Context: an optimization exercise on an open-source flow, tuned for small area and a short achievable clock period. The choices shown serve that exercise and are no tape-out recipe.
RTL that was checked went through simulation tests only; none was proved equivalent to the original.
Power is estimated from default activity; no workload was simulated.

// calculator
module calculator(
    input logic CLK100MHZ,
    input logic RST,      
    input logic [15:0] SW,
    input logic BTNU,  
    input logic BTND,  
    input logic BTNL,  
    input logic BTNR,  
    input logic BTNC,  
    output logic [7:0] AN,       
    output logic [7:0] out       
    );
==> flow/config.mk <==
export PLATFORM = sky130hd
export DESIGN_NAME = calculator
export DESIGN_NICKNAME = calculator
export VERILOG_FILES = /design/flow/design.v
export SDC_FILE = /design/flow/constraint.sdc
export NUM_CORES = 8
export LEC_CHECK = 0
export CAP_MARGIN = 20
export CORE_MARGIN = 2
export CORE_UTILIZATION = 65
export CTS_BUF_LIST = sky130_fd_sc_hd__clkbuf_8
export PLACE_DENSITY = 0.75
export SLEW_MARGIN = 20
export SYNTH_HIERARCHICAL = 1
export SYNTH_MINIMUM_KEEP_SIZE = 0
==> flow/constraint.sdc <==
create_clock -name core_clock -period 160.0 [get_ports {CLK100MHZ}]
set_input_delay 32.0000 -clock core_clock [delete_from_list [all_inputs] [get_ports {CLK100MHZ}]]
set_output_delay 32.0000 -clock core_clock [all_outputs]
set_load 0.01 [all_outputs]
standard.sh (not shown) runs the stock make flow with config.mk's settings and CLKGATE_MAP_FILE= SYNTH_SCRIPT=/design/flow/synth_recipe.tcl, a recipe that flattens the netlist after the stock synthesis.
==> flow/flow/run.sh <==
#!/bin/bash
set -euo pipefail
W=$(pwd)
export BUFFER_PORTS_ARGS="-buffer_cell sky130_fd_sc_hd__buf_2"
export CTS_ARGS="-sink_clustering_enable -repair_clock_nets -buf_list sky130_fd_sc_hd__clkbuf_8 -dont_use_dummy_load"
bash "$W/standard.sh" > "$W/standard_flow.log" 2>&1
Change:
--- a/flow/design.v
+++ b/flow/design.v
@@ -564,35 +564,34 @@
     endgenerate
     logic ed, edm1;
     logic e0, e1, e2, e3, g0, g1, g2;
     g_a222oi ue0 (.a1(dsel[0]), .a2(val[1]), .b1(dsel[1]), .b2(cp[0]), .c1(dsel[2]), .c2(cp[1]), .y(e0));
     g_a222oi ue1 (.a1(dsel[3]), .a2(cp[2]),  .b1(dsel[4]), .b2(cp[3]), .c1(dsel[5]), .c2(cp[4]), .y(e1));
     g_a22oi  ue2 (.a1(dsel[6]), .a2(cp[5]),  .b1(d7n),     .b2(cp[6]), .y(e2));
     g_inv    ue3 (.a(se), .y(e3));
     g_nand4  ue4 (.a(e0), .b(e1), .c(e2), .d(e3), .y(ed));
     g_a222oi ug0 (.a1(dsel[1]), .a2(val[1]), .b1(dsel[2]), .b2(cp[0]), .c1(dsel[3]), .c2(cp[1]), .y(g0));
     g_a222oi ug1 (.a1(dsel[4]), .a2(cp[2]),  .b1(dsel[5]), .b2(cp[3]), .c1(dsel[6]), .c2(cp[4]), .y(g1));
     g_nand2  ug2 (.a(d7n), .b(cp[5]), .y(g2));
     g_nand3  ug3 (.a(g0), .b(g1), .c(g2), .y(edm1));
-    logic [3:0] ya, ya2, yb;
+    logic [3:0] ya, yb;
     dd_add3 u_ya (.x(pa), .y(ya));
-    dd_add3 u_ya2 (.x(pa), .y(ya2));
     dd_add3 u_yb (.x(pb), .y(yb));
     logic cb, tb_;
     g_o21ai  u_cbt (.a1(yb[0]), .a2(edm1), .b1(yb[1]), .y(tb_));
     g_nand2b u_cb  (.an(yb[2]), .b(tb_), .y(cb));
     logic f, f2, fn0, fn1, fs;
     g_inv    u_fs  (.a(sf), .y(fs));
     g_a22oi  u_fa  (.a1(dsel[0]), .a2(val[0]), .b1(~dsel[0]), .b2(cb), .y(fn0));
     g_nand2  u_f   (.a(fn0), .b(fs), .y(f));
     g_nand2  u_f2  (.a(fn0), .b(fs), .y(f2));
     logic [3:0] za, zb;
     dd_add3 u_za (.x({ya[2:0], ed}), .y(za));
-    dd_add3 u_zb (.x({ya2[2:0], ed}), .y(zb));
+    dd_add3 u_zb (.x({ya[2:0], ed}), .y(zb));
     logic [3:0] nib, nib2;
     assign nib  = {za[2:0], f};
     assign nib2 = {zb[2:0], f2};
     logic [6:0] seg;
     seven_segment u_seg (.sw_in(nib), .sw_in2(nib2), .out(seg));
     assign AN  = ~dsel;
     assign out = {1'b1, seg};
 endmodule
Clock skew went up by 13 ps.
Critical path depth goes up by 1.
Synthesized cell count fell by 0.34%.
Utilization goes down by 0.18 points.
Final area hardly moves.
Die area hardly moves.
Non-clock buffer count goes up by 1.
Clock power stays flat.
Total power goes down by about 1.7%.
Maximum frequency hardly moves.
Only the layout flow was run in the first run of this note; the RTL was not checked for function there.

Another version of the RTL of calculator (not shown whole).
Size in the first run: ~2400 cells after synthesis, ~81 flip-flops, about 21000 µm² of cells after synthesis.
==> flow/config.mk <==
export PLATFORM = sky130hd
export DESIGN_NAME = calculator
export DESIGN_NICKNAME = calculator
export VERILOG_FILES = /design/flow/design.v
export SDC_FILE = /design/flow/constraint.sdc
export NUM_CORES = 8
export LEC_CHECK = 0
export CAP_MARGIN = 20
export CORE_MARGIN = 2
export CORE_UTILIZATION = 65
export CTS_BUF_LIST = sky130_fd_sc_hd__clkbuf_8
export PLACE_DENSITY = 0.75
export SLEW_MARGIN = 20
export SYNTH_HIERARCHICAL = 1
export SYNTH_MINIMUM_KEEP_SIZE = 0
==> flow/constraint.sdc <==
create_clock -name core_clock -period 160.0 [get_ports {CLK100MHZ}]
set_input_delay 32.0000 -clock core_clock [delete_from_list [all_inputs] [get_ports {CLK100MHZ}]]
set_output_delay 32.0000 -clock core_clock [all_outputs]
set_load 0.01 [all_outputs]
==> flow/flow/run.sh <==
#!/bin/bash
# Layout flow: the standard flow (standard.sh, standard synthesis
# included), with one change made through ORFS's own setting for it: the
# buffers placed on the input and output ports are sky130_fd_sc_hd__buf_2
# cells. The tools' output goes to standard_flow.log in the folder the flow
# runs in (ORFS also keeps each step's log under orfs/logs).
set -euo pipefail
W=$(pwd)
export BUFFER_PORTS_ARGS="-buffer_cell sky130_fd_sc_hd__buf_2"
bash "$W/standard.sh" > "$W/standard_flow.log" 2>&1
The baseline went through all stages and came out clean.
Rerun with:
--- a/flow/design.v
+++ b/flow/design.v
@@ -36,43 +36,43 @@
     g_xor2  u_0 (.a(x[0]), .b(y[3]), .y(y[0]));
     g_nor2  u_n (.a(x[1]), .b(x[0]), .y(n));
     g_and2  u_2 (.a(x[2]), .b(n), .y(y[2]));
     g_inv   u_i (.a(x[0]), .y(xn));
     g_nand2 u_p (.a(x[2]), .b(xn), .y(p));
     g_and2  u_1 (.a(x[1]), .b(p), .y(y[1]));
 endmodule
 module bin32_to_bcd #(parameter int NBITS = 31, parameter int NDIG = 8, parameter int INJ = 18) (
     input  logic [NBITS-1:0] binary,
     input  logic             inj,        
-    input  logic [5:0]       inj_val,    
+    input  logic [2:0]       inj_val,    
     output logic [4*NDIG-1:0] bcd
     );
     function automatic [63:0] dmax(input integer k, input integer j);
         reg [63:0] v, p;
         integer i;
         begin
             v = (64'd1 << k) - 64'd1;
             p = 64'd1;
             for (i = 0; i < j; i = i + 1) p = p * 64'd10;
             v = v / p;
             dmax = (v > 64'd9) ? 64'd9 : v;
         end
     endfunction
     logic [4*NDIG-1:0] st [0:NBITS];
     assign st[0] = '0;
     genvar k, j;
     generate
         for (k = 0; k < NBITS; k++) begin : g_stage
             logic [4*NDIG-1:0] cur, corr;
             if (k == INJ) begin : g_inj
-                assign cur[4*NDIG-1:6] = st[k][4*NDIG-1:6];
-                for (j = 0; j < 6; j++) begin : g_b
+                assign cur[4*NDIG-1:3] = st[k][4*NDIG-1:3];
+                for (j = 0; j < 3; j++) begin : g_b
                     g_a21o u (.a1(inj), .a2(inj_val[j]), .b1(st[k][j]), .y(cur[j]));
                 end
             end else begin : g_pass
                 assign cur = st[k];
             end
             for (j = 0; j < NDIG; j++) begin : g_dig
                 if (dmax(k, j) >= 8 && k < INJ) begin : g_slow
                     dd_add3_s u (.x(cur[4*j +: 4]), .y(corr[4*j +: 4]));
                 end else if (dmax(k, j) >= 8) begin : g_full
                     dd_add3 u (.x(cur[4*j +: 4]), .y(corr[4*j +: 4]));
@@ -301,39 +301,20 @@
     g_o21ai u_t11 (.a1(na), .a2(h11), .b1(s), .y(tn[1]));
     g_o21ai u_t12 (.a1(na), .a2(h12), .b1(s), .y(tn[2]));
     g_o21ai u_t13 (.a1(nb), .a2(h13), .b1(s), .y(tn[3]));
     g_o21ai u_t14 (.a1(nb), .a2(h14), .b1(s), .y(tn[4]));
     generate
         for (i = 0; i < 5; i++) begin : g_m
             g_xnor2 u (.a(x[10+i]), .b(tn[i]), .y(m[i]));
         end
     endgenerate
 endmodule
-module bcd6_line #(parameter logic [15:0] TT = 16'h0) (input logic [3:0] u, output logic y);
-    assign y = TT[u];
-endmodule
-module cl_bcd6(
-    input  logic [5:0] v,
-    output logic [5:1] y      
-    );
-    logic [3:0] u;
-    assign u = v[4:1];
-    logic q1, q0, r0;
-    bcd6_line #(.TT(16'hfc00)) u_q1 (.u(u), .y(q1));
-    bcd6_line #(.TT(16'h83e0)) u_q0 (.u(u), .y(q0));
-    bcd6_line #(.TT(16'h4210)) u_r2 (.u(u), .y(y[3]));
-    bcd6_line #(.TT(16'h318c)) u_r1 (.u(u), .y(y[2]));
-    bcd6_line #(.TT(16'h294a)) u_r0 (.u(u), .y(r0));
-    g_or2 u_t1 (.a(q1), .b(v[5]), .y(y[5]));
-    g_or2 u_t0 (.a(q0), .b(v[5]), .y(y[4]));
-    g_or2 u_u1 (.a(r0), .b(v[5]), .y(y[1]));
-endmodule
 module calculator(
     input logic CLK100MHZ,
     input logic RST,      
     input logic [15:0] SW,
     input logic BTNU,  
     input logic BTND,  
     input logic BTNL,  
     input logic BTNR,  
     input logic BTNC,  
     output logic [7:0] AN,       
@@ -513,35 +494,34 @@
     logic [2:0] d;
     assign d = refresh[19:17];
     logic is_res;
     assign is_res = (state == RES);
     logic [15:0] rlo;         
     assign rlo = r_div ? quot : ~r_mag[15:0];
     logic big;                
     assign big = is_res & ~r_mag[30] & r_mag[29];
     logic [29:0] val;
     assign val[29:16] = ~(r_mag[29:16] | {14{r_div}} | {14{~is_res}});
-    assign val[15:10] = rlo[15:10] & {6{is_res}};
+    assign val[15:13] = rlo[15:13] & {3{is_res}};
+    logic [12:0] b_disp;
+    assign b_disp = {b_top[2:0], b_mag[9:0]};
     genvar gv;
     generate
-        for (gv = 0; gv < 10; gv++) begin : g_val
-            g_a22o u (.a1(is_res), .a2(rlo[gv]), .b1(~is_res), .b2(b_mag[gv]), .y(val[gv]));
+        for (gv = 0; gv < 13; gv++) begin : g_val
+            g_a22o u (.a1(is_res), .a2(rlo[gv]), .b1(~is_res), .b2(b_disp[gv]), .y(val[gv]));
         end
     endgenerate
-    logic [5:0] b_top_bcd;    
-    cl_bcd6 u_b6 (.v(b_top), .y(b_top_bcd[5:1]));
-    assign b_top_bcd[0] = b_top[0];
     logic neg;
     assign neg = is_res ? (r_neg & (|val)) : s;
     logic [31:0] bcd;
-    bin32_to_bcd #(.NBITS(30), .NDIG(8), .INJ(20)) u_bcd (.binary(val), .inj(~is_res),
-                                                          .inj_val(b_top_bcd), .bcd(bcd));
+    bin32_to_bcd #(.NBITS(30), .NDIG(8), .INJ(17)) u_bcd (.binary(val), .inj(~is_res),
+                                                          .inj_val(b_top[5:3]), .bcd(bcd));
     logic [7:0] dsel;
     always_comb begin
         dsel = '0;
         dsel[d] = 1'b1;
     end
     logic minus;
     assign minus = dsel[7] & neg;
     logic [3:0] kd;
     assign kd[0] = big & (dsel[3] | dsel[5] | dsel[6] | dsel[7]);
     assign kd[1] = big & (dsel[1] | dsel[5] | dsel[6] | dsel[7]);
Result:
- worst setup slack degrades by 0.42 ns
- cell area shrinks slightly
- clock power shrinks by a few percent
- utilization grows by 0.56 points
- sequential power barely changes
For the first run of this note, only the layout was checked, not whether the RTL still works.

Setup of run a:
Another version of the RTL of calculator (not shown whole).
Size in the first run: roughly 2,400 cells after synthesis, ~39 I/O pins.
==> flow/config.mk <==
export PLATFORM = sky130hd
export DESIGN_NAME = calculator
export DESIGN_NICKNAME = calculator
export VERILOG_FILES = /design/flow/design.v
export SDC_FILE = /design/flow/constraint.sdc
export NUM_CORES = 8
export LEC_CHECK = 0
export CAP_MARGIN = 20
export CORE_MARGIN = 2
export CORE_UTILIZATION = 65
export CTS_BUF_LIST = sky130_fd_sc_hd__clkbuf_8
export PLACE_DENSITY = 0.75
export SLEW_MARGIN = 20
export SYNTH_HIERARCHICAL = 1
export SYNTH_MINIMUM_KEEP_SIZE = 0
==> flow/constraint.sdc <==
create_clock -name core_clock -period 160.0 [get_ports {CLK100MHZ}]
set_input_delay 32.0000 -clock core_clock [delete_from_list [all_inputs] [get_ports {CLK100MHZ}]]
set_output_delay 32.0000 -clock core_clock [all_outputs]
set_load 0.01 [all_outputs]
Scripts as last shown in full above: flow/flow/run.sh
Run a: all stages complete, timing, DRC and antenna checks passed
[inputs] run b vs run a
--- a/flow/design.v
+++ b/flow/design.v
@@ -39,15 +39,15 @@
     g_inv   u_i (.a(x[0]), .y(xn));
     g_nand2 u_p (.a(x[2]), .b(xn), .y(p));
     g_and2  u_1 (.a(x[1]), .b(p), .y(y[1]));
 endmodule
 module bin32_to_bcd #(parameter int NBITS = 31, parameter int NDIG = 8, parameter int INJ = 18) (
     input  logic [NBITS-1:0] binary,
     input  logic             inj,        
-    input  logic [3:0]       inj_val,    
+    input  logic [5:0]       inj_val,    
     output logic [4*NDIG-1:0] bcd
     );
     function automatic [63:0] dmax(input integer k, input integer j);
         reg [63:0] v, p;
         integer i;
         begin
             v = (64'd1 << k) - 64'd1;
@@ -60,16 +60,16 @@
     logic [4*NDIG-1:0] st [0:NBITS];
     assign st[0] = '0;
     genvar k, j;
     generate
         for (k = 0; k < NBITS; k++) begin : g_stage
             logic [4*NDIG-1:0] cur, corr;
             if (k == INJ) begin : g_inj
-                assign cur[4*NDIG-1:4] = st[k][4*NDIG-1:4];
-                for (j = 0; j < 4; j++) begin : g_b
+                assign cur[4*NDIG-1:6] = st[k][4*NDIG-1:6];
+                for (j = 0; j < 6; j++) begin : g_b
                     g_a21o u (.a1(inj), .a2(inj_val[j]), .b1(st[k][j]), .y(cur[j]));
                 end
             end else begin : g_pass
                 assign cur = st[k];
             end
             for (j = 0; j < NDIG; j++) begin : g_dig
                 if (dmax(k, j) >= 8 && k < INJ) begin : g_slow
@@ -304,14 +304,33 @@
     g_o21ai u_t14 (.a1(nb), .a2(h14), .b1(s), .y(tn[4]));
     generate
         for (i = 0; i < 5; i++) begin : g_m
             g_xnor2 u (.a(x[10+i]), .b(tn[i]), .y(m[i]));
         end
     endgenerate
 endmodule
+module cl_bcd6(
+    input  logic [5:0] v,
+    output logic [5:0] y
+    );
+    always_comb begin
+        case (v)
+            6'd0:  y = 6'h00; 6'd1:  y = 6'h01; 6'd2:  y = 6'h02; 6'd3:  y = 6'h03;
+            6'd4:  y = 6'h04; 6'd5:  y = 6'h05; 6'd6:  y = 6'h06; 6'd7:  y = 6'h07;
+            6'd8:  y = 6'h08; 6'd9:  y = 6'h09; 6'd10: y = 6'h10; 6'd11: y = 6'h11;
+            6'd12: y = 6'h12; 6'd13: y = 6'h13; 6'd14: y = 6'h14; 6'd15: y = 6'h15;
+            6'd16: y = 6'h16; 6'd17: y = 6'h17; 6'd18: y = 6'h18; 6'd19: y = 6'h19;
+            6'd20: y = 6'h20; 6'd21: y = 6'h21; 6'd22: y = 6'h22; 6'd23: y = 6'h23;
+            6'd24: y = 6'h24; 6'd25: y = 6'h25; 6'd26: y = 6'h26; 6'd27: y = 6'h27;
+            6'd28: y = 6'h28; 6'd29: y = 6'h29; 6'd30: y = 6'h30; 6'd31: y = 6'h31;
+            6'd32: y = 6'h32;
+            default: y = 6'h00;    
+        endcase
+    end
+endmodule
 module calculator(
     input logic CLK100MHZ,
     input logic RST,      
     input logic [15:0] SW,
     input logic BTNU,  
     input logic BTND,  
     input logic BTNL,  
@@ -497,28 +516,28 @@
     assign is_res = (state == RES);
     logic [15:0] rlo;         
     assign rlo = r_div ? quot : ~r_mag[15:0];
     logic big;                
     assign big = is_res & ~r_mag[30] & r_mag[29];
     logic [29:0] val;
     assign val[29:16] = ~(r_mag[29:16] | {14{r_div}} | {14{~is_res}});
-    assign val[15:12] = rlo[15:12] & {4{is_res}};
-    logic [11:0] b_disp;
-    assign b_disp = {b_top[1:0], b_mag[9:0]};
+    assign val[15:10] = rlo[15:10] & {6{is_res}};
     genvar gv;
     generate
-        for (gv = 0; gv < 12; gv++) begin : g_val
-            g_a22o u (.a1(is_res), .a2(rlo[gv]), .b1(~is_res), .b2(b_disp[gv]), .y(val[gv]));
+        for (gv = 0; gv < 10; gv++) begin : g_val
+            g_a22o u (.a1(is_res), .a2(rlo[gv]), .b1(~is_res), .b2(b_mag[gv]), .y(val[gv]));
         end
     endgenerate
+    logic [5:0] b_top_bcd;    
+    cl_bcd6 u_b6 (.v(b_top), .y(b_top_bcd));
     logic neg;
     assign neg = is_res ? (r_neg & (|val)) : s;
     logic [31:0] bcd;
-    bin32_to_bcd #(.NBITS(30), .NDIG(8), .INJ(18)) u_bcd (.binary(val), .inj(~is_res),
-                                                          .inj_val(b_top[5:2]), .bcd(bcd));
+    bin32_to_bcd #(.NBITS(30), .NDIG(8), .INJ(20)) u_bcd (.binary(val), .inj(~is_res),
+                                                          .inj_val(b_top_bcd), .bcd(bcd));
     logic [7:0] dsel;
     always_comb begin
         dsel = '0;
         dsel[d] = 1'b1;
     end
     logic minus;
     assign minus = dsel[7] & neg;
Findings:
Run b does worse than run a on aggregate routed wire length. For run b, the top layer used by detailed routing was met5, unlike run a, where it was met4. Start point of the critical path = SW[15]: run b; start point of the critical path = SW[7]: run a. The run showing the smaller transition at the pin with the smallest max-transition slack is run a. Between run b and run a, clock group share of total power is higher for run a, run b comes in under that. Run b vs. run a: time the worst path needs with I/O delays and setup decreased by 0.094 ns relative to the old numbers; wire length on met3 decreased by 26% relative to the old numbers; clock buffer and inverter area fraction after layout closely matched the old numbers.
No functional check of the RTL was part of run b.

static timing again, ports no longer ideal:
Ports are ideal in the flow. The routed layouts listed here were re-timed in OpenROAD.
Step 1, drivers: a clkbuf_16 drives CLK100MHZ and a buf_2 each remaining input, both assumed.
Step 2 also shifts input and output timing later by t, the mid clock arrival at the registers, as if the neighbouring blocks saw the same clock.
a / b / c = ideal ports / drivers / drivers and shift; a / b = the first two.
| run | t, ns | setup WS [ns] | worst data-port slew with drivers (ns) |
|---|---|---|---|
| the first run of note 1 | 0.399 | 87.281 / 87.256 / 87.256 | 0.04 |
| the second run of note 1 | 0.379 | 87.083 / 87.061 / 87.061 | 0.07 |
| the first run of note 2 | 0.418 | 86.856 / 86.836 / 86.836 | 0.03 |
| the second run of note 2 | 0.464 | 86.434 / 86.415 / 86.415 | 0.03 |
| run a | 0.471 | 86.854 / 86.833 / 86.833 | 0.04 |
| run b | 0.429 | 86.947 / 86.924 / 86.924 | 0.03 |
After both steps setup and hold are still met in every run listed. The setup slack of the first run of note 1, which loses most, moves by -0.025 ns with the drivers and by -0.025 ns with both steps.
